Context: an optimization exercise on an open-source flow, tuned for small area and a short achievable clock period. The choices shown serve that exercise and are no tape-out recipe. The RTL was checked by simulation tests, not by an equivalence proof against the original design. The clock input has no modelled driver; a real chip could not lean on it and would need a root buffer or a full tree. Power and IR drop assume default switching activity.

Design radix_2_butterfly, start of the top module:
module radix_2_butterfly #(
    parameter DATA_WIDTH = 16
) (
    input  logic       clkIn,
    input  logic       rstIn,
    input  logic       enIn,
    input  logic       validIn,
    input  ComplexType dataIn,
    output logic       validOut,
    output ComplexType dataOut
);
Size in the first run: about 130 I/O pins.
==> flow/config.mk <==
export PLATFORM = sky130hd
export DESIGN_NAME = radix_2_butterfly
export DESIGN_NICKNAME = radix_2_butterfly
export VERILOG_FILES = /design/flow/design.v
export SDC_FILE = /design/flow/constraint.sdc
export NUM_CORES = 4
export LEC_CHECK = 0
export CAP_MARGIN = 20
export CORE_MARGIN = 2
export CORE_UTILIZATION = 40
export SLEW_MARGIN = 20
==> flow/constraint.sdc <==
create_clock -name core_clock -period 3.0 [get_ports {clkIn}]
set_input_delay 0.6000 -clock core_clock [delete_from_list [all_inputs] [get_ports {clkIn}]]
set_output_delay 0.6000 -clock core_clock [all_outputs]
set_load 0.01 [all_outputs]
standard.sh (not shown) runs the stock make flow with config.mk's settings and CLKGATE_MAP_FILE= SYNTH_SCRIPT=/design/flow/synth_recipe.tcl, a recipe that flattens the netlist after the stock synthesis.
==> flow/flow/run.sh <==
#!/bin/bash
# Layout flow: the standard ORFS flow (standard.sh) with these changes:
#  - synthesis (flow/synth.tcl): synth_recipe.tcl, but ABC maps with
#    flow/abc_delay.script (ORFS's area script with a delay target of
#    ABC_DELAY_PS, so that paths shorter than that are mapped for area);
#    no full/half adder cell extraction before ABC (ADDER_MAP_FILE empty);
#  - resizing may change a cell's footprint (MATCH_CELL_FOOTPRINT=0);
#  - ports buffered with buf_2;
#  - repair_timing aims for SETUP_SLACK_MARGIN of slack;
#  - the clock tree is built by flow/cts_manual.tcl instead of TritonCTS:
#    the clock port drives 2 clkbuf_16, each driving 4 clkbuf_8, each
#    driving the flip-flops of one eighth of the core.
# Each step's output goes to a log file of its own in this folder.
set -euo pipefail
K=(ADDER_MAP_FILE= ABC_AREA=1 MATCH_CELL_FOOTPRINT=0 SETUP_SLACK_MARGIN=1.4
   "BUFFER_PORTS_ARGS=-buffer_cell sky130_fd_sc_hd__buf_2"
   SYNTH_SCRIPT="$PWD/flow/synth.tcl" FLOW_SYNTH_TCL="$PWD/synth_recipe.tcl"
   ABC_SCRIPT_FILE="$PWD/flow/abc_delay.script" ABC_DELAY_PS=2500
   CLK_NLEAF=8 CLK_NROOT=2 CLK_LEAF_CELL=sky130_fd_sc_hd__clkbuf_8)
bash standard.sh "${K[@]}" place > 1_synth_place.log 2>&1
bash standard.sh "${K[@]}" run RUN_SCRIPT="$PWD/flow/cts_manual.tcl" > 2_cts_manual.log 2>&1
bash standard.sh "${K[@]}" finish > 3_route_finish.log 2>&1
==> flow/flow/abc_delay.script <==
strash
dch
map -D {D} -B 0.9
topo
stime -c
buffer -c
upsize -c -D {D}
dnsize -c -D {D}
==> flow/flow/cts_manual.tcl <==
utl::set_metrics_stage "cts__{}"
source $::env(SCRIPTS_DIR)/load.tcl
erase_non_stage_variables cts
load_design 3_place.odb 3_place.sdc

set_dont_use $::env(DONT_USE_CELLS)

proc env_or { name default } {
  if { [info exists ::env($name)] } { return $::env($name) }
  return $default
}
set nleaf [env_or CLK_NLEAF 4]
set nroot [env_or CLK_NROOT 0]
set leafCell [env_or CLK_LEAF_CELL sky130_fd_sc_hd__clkbuf_16]
set rootCell [env_or CLK_ROOT_CELL sky130_fd_sc_hd__clkbuf_16]

set db [ord::get_db]
set block [ord::get_db_block]
set clkNet [$block findNet clkIn]

# split a list of {x y payload} into n groups of equal size
proc split_groups { items n } {
  set groups [list $items]
  set axis 0
  while { [llength $groups] < $n } {
    set out {}
    foreach g $groups {
      set s [lsort -integer -index $axis $g]
      set h [expr {[llength $s] / 2}]
      lappend out [lrange $s 0 [expr {$h - 1}]] [lrange $s $h end]
    }
    set groups $out
    set axis [expr {1 - $axis}]
  }
  return $groups
}

proc centre { g } {
  set sx 0
  set sy 0
  foreach s $g {
    set sx [expr {$sx + [lindex $s 0]}]
    set sy [expr {$sy + [lindex $s 1]}]
  }
  set n [llength $g]
  return [list [expr {$sx / $n}] [expr {$sy / $n}]]
}

# make buffer name of cell at (x, y) driving the pins in items from net in
proc make_buffer { name cell x y items inNet } {
  set db [ord::get_db]
  set block [ord::get_db_block]
  set master [$db findMaster $cell]
  set inst [odb::dbInst_create $block $master $name]
  set net [odb::dbNet_create $block "net_$name"]
  $net setSigType CLOCK
  [$inst findITerm A] connect $inNet
  [$inst findITerm X] connect $net
  foreach s $items {
    set it [lindex $s 2]
    $it disconnect
    $it connect $net
  }
  $inst setLocation [expr {$x - [$master getWidth] / 2}] [expr {$y - [$master getHeight] / 2}]
  $inst setPlacementStatus PLACED
  puts "manual cts: $name ($cell) drives [llength $items] pins around ($x, $y)"
  return [$inst findITerm A]
}

set sinks {}
foreach it [$clkNet getITerms] {
  set bb [[$it getInst] getBBox]
  lappend sinks [list [expr {([$bb xMin] + [$bb xMax]) / 2}] \
                      [expr {([$bb yMin] + [$bb yMax]) / 2}] $it]
}
puts "manual cts: [llength $sinks] sinks, $nleaf leaf buffers, $nroot root buffers"

set leaves {}
set k 0
foreach g [split_groups $sinks $nleaf] {
  lassign [centre $g] cx cy
  set a [make_buffer "clkbuf_leaf_$k" $leafCell $cx $cy $g $clkNet]
  lappend leaves [list $cx $cy $a]
  incr k
}
if { $nroot > 0 } {
  set k 0
  foreach g [split_groups $leaves $nroot] {
    lassign [centre $g] cx cy
    make_buffer "clkbuf_root_$k" $rootCell $cx $cy $g $clkNet
    incr k
  }
}
$clkNet setSigType CLOCK

set_propagated_clock [all_clocks]
estimate_parasitics -placement

set_placement_padding -global \
  -left $::env(CELL_PAD_IN_SITES_DETAIL_PLACEMENT) \
  -right $::env(CELL_PAD_IN_SITES_DETAIL_PLACEMENT)
detailed_placement
estimate_parasitics -placement
report_clock_latency
report_clock_skew

if { !$::env(SKIP_CTS_REPAIR_TIMING) } {
  repair_timing_helper
  detailed_placement
  check_placement -verbose
}

report_metrics 4 "cts final"

orfs_write_db $::env(RESULTS_DIR)/4_1_cts.odb
orfs_write_sdc $::env(RESULTS_DIR)/4_cts.sdc
==> flow/flow/synth.tcl <==
# The standard flow's synthesis script (synth_recipe.tcl), with ABC run on the script
# ABC_SCRIPT_FILE (if set; {D} in it stands for ABC_DELAY_PS) instead of
# ORFS's. Everything else, including synth -nofsm -noshare, the flattening
# and the renaming, is synth_recipe.tcl's.
proc abc {args} {
  if { [info exists ::env(ABC_SCRIPT_FILE)] } {
    set i [lsearch -exact $args -script]
    if { $i >= 0 } {
      set f [open $::env(ABC_SCRIPT_FILE)]
      set text [string map [list "{D}" $::env(ABC_DELAY_PS)] [read $f]]
      close $f
      set out $::env(OBJECTS_DIR)/abc_custom.script
      set f [open $out w]
      puts -nonewline $f $text
      close $f
      lset args [expr {$i + 1}] $out
    }
  }
  yosys abc {*}$args
}
source $::env(FLOW_SYNTH_TCL)
The baseline completed with no timing, DRC or antenna violations.
Then changed:
--- a/flow/flow/run.sh
+++ b/flow/flow/run.sh
@@ -2,6 +2,4 @@
 # Layout flow: the standard ORFS flow (standard.sh) with these changes:
-#  - synthesis (flow/synth.tcl): synth_recipe.tcl, but ABC maps with
-#    flow/abc_delay.script (ORFS's area script with a delay target of
-#    ABC_DELAY_PS, so that paths shorter than that are mapped for area);
-#    no full/half adder cell extraction before ABC (ADDER_MAP_FILE empty);
+#  - synthesis: no full/half adder cell extraction before ABC (ADDER_MAP_FILE
+#    empty) and ABC's delay-driven mapping script (ABC_AREA=1);
 #  - resizing may change a cell's footprint (MATCH_CELL_FOOTPRINT=0);
@@ -16,4 +14,2 @@
    "BUFFER_PORTS_ARGS=-buffer_cell sky130_fd_sc_hd__buf_2"
-   SYNTH_SCRIPT="$PWD/flow/synth.tcl" FLOW_SYNTH_TCL="$PWD/synth_recipe.tcl"
-   ABC_SCRIPT_FILE="$PWD/flow/abc_delay.script" ABC_DELAY_PS=2500
    CLK_NLEAF=8 CLK_NROOT=2 CLK_LEAF_CELL=sky130_fd_sc_hd__clkbuf_8)
removed: flow/flow/abc_delay.script
removed: flow/flow/synth.tcl
Outcome: First-iteration DRC count drops by 19%. Worst hold slack stays flat. Routed wire length climbs by 0.50%. Utilization drops by 2.5 points.
Then changed:
--- a/flow/flow/run.sh
+++ b/flow/flow/run.sh
@@ -12,3 +12,3 @@
 set -euo pipefail
-K=(ADDER_MAP_FILE= ABC_AREA=1 MATCH_CELL_FOOTPRINT=0 SETUP_SLACK_MARGIN=1.4
+K=(ADDER_MAP_FILE= ABC_AREA=1 MATCH_CELL_FOOTPRINT=0 SETUP_SLACK_MARGIN=1.4 CORE_UTILIZATION=70
    "BUFFER_PORTS_ARGS=-buffer_cell sky130_fd_sc_hd__buf_2"
Die area shrinks by 42%.
Critical path depth shrinks by 2.
Worst hold slack loses 0.0042 ns.
Final cell count shrinks by 11%.
Then changed:
--- a/flow/flow/run.sh
+++ b/flow/flow/run.sh
@@ -12,5 +12,5 @@
 set -euo pipefail
-K=(ADDER_MAP_FILE= ABC_AREA=1 MATCH_CELL_FOOTPRINT=0 SETUP_SLACK_MARGIN=1.4 CORE_UTILIZATION=70
+K=(ADDER_MAP_FILE= ABC_AREA=1 MATCH_CELL_FOOTPRINT=0 SETUP_SLACK_MARGIN=1.4
    "BUFFER_PORTS_ARGS=-buffer_cell sky130_fd_sc_hd__buf_2"
-   CLK_NLEAF=8 CLK_NROOT=2 CLK_LEAF_CELL=sky130_fd_sc_hd__clkbuf_8)
+   CLK_NLEAF=8 CLK_NROOT=4 CLK_LEAF_CELL=sky130_fd_sc_hd__clkbuf_8)
 bash standard.sh "${K[@]}" place > 1_synth_place.log 2>&1
Effect:
- register-to-register slack is better by 0.04 ns
- setup slack is better by 0.043 ns
- cell count came out higher by 13%
- final area came out higher by about 2.8%
- clock skew stays flat
- area after synthesis is unchanged
- clock power came out higher by about 14%
- core utilization came out lower by 32 points
In every run of this note, the design's own scripts or RTL, not TritonCTS, make the clock network.

what the ideal ports hide:
In the flow no input, the clock included, has a driving cell. The finished layouts below were timed again as built, in two steps.
Step 1 assumes that a clkbuf_16 drives the clock port and a buf_2 every other input.
Step 2 times the ports against the registers' clock, not the clock port: input delays grow and output delays shrink by t, the midpoint of the rising clock arrivals with the driver on.
Slacks: ideal ports / drivers / drivers and shift; pairs: ideal ports / drivers.
| run | t (ns) | slack for setup (ns) | worst register clock-pin slew, ns |
|---|---|---|---|
| the first run | 0.359 | 1.218 / 1.218 / 1.169 | 0.11 / 0.11 |
| the second run | 0.352 | 1.503 / 1.451 / 1.306 | 0.11 / 0.11 |
| the third run | 0.350 | 1.466 / 1.466 / 1.168 | 0.10 / 0.10 |
| the fourth run | 0.362 | 1.509 / 1.445 / 1.297 | 0.11 / 0.11 |
After both steps setup and hold are still met in every run listed. For the third run, which loses most, drivers alone change the setup slack by 0.000 ns; drivers and shift together by -0.298 ns.
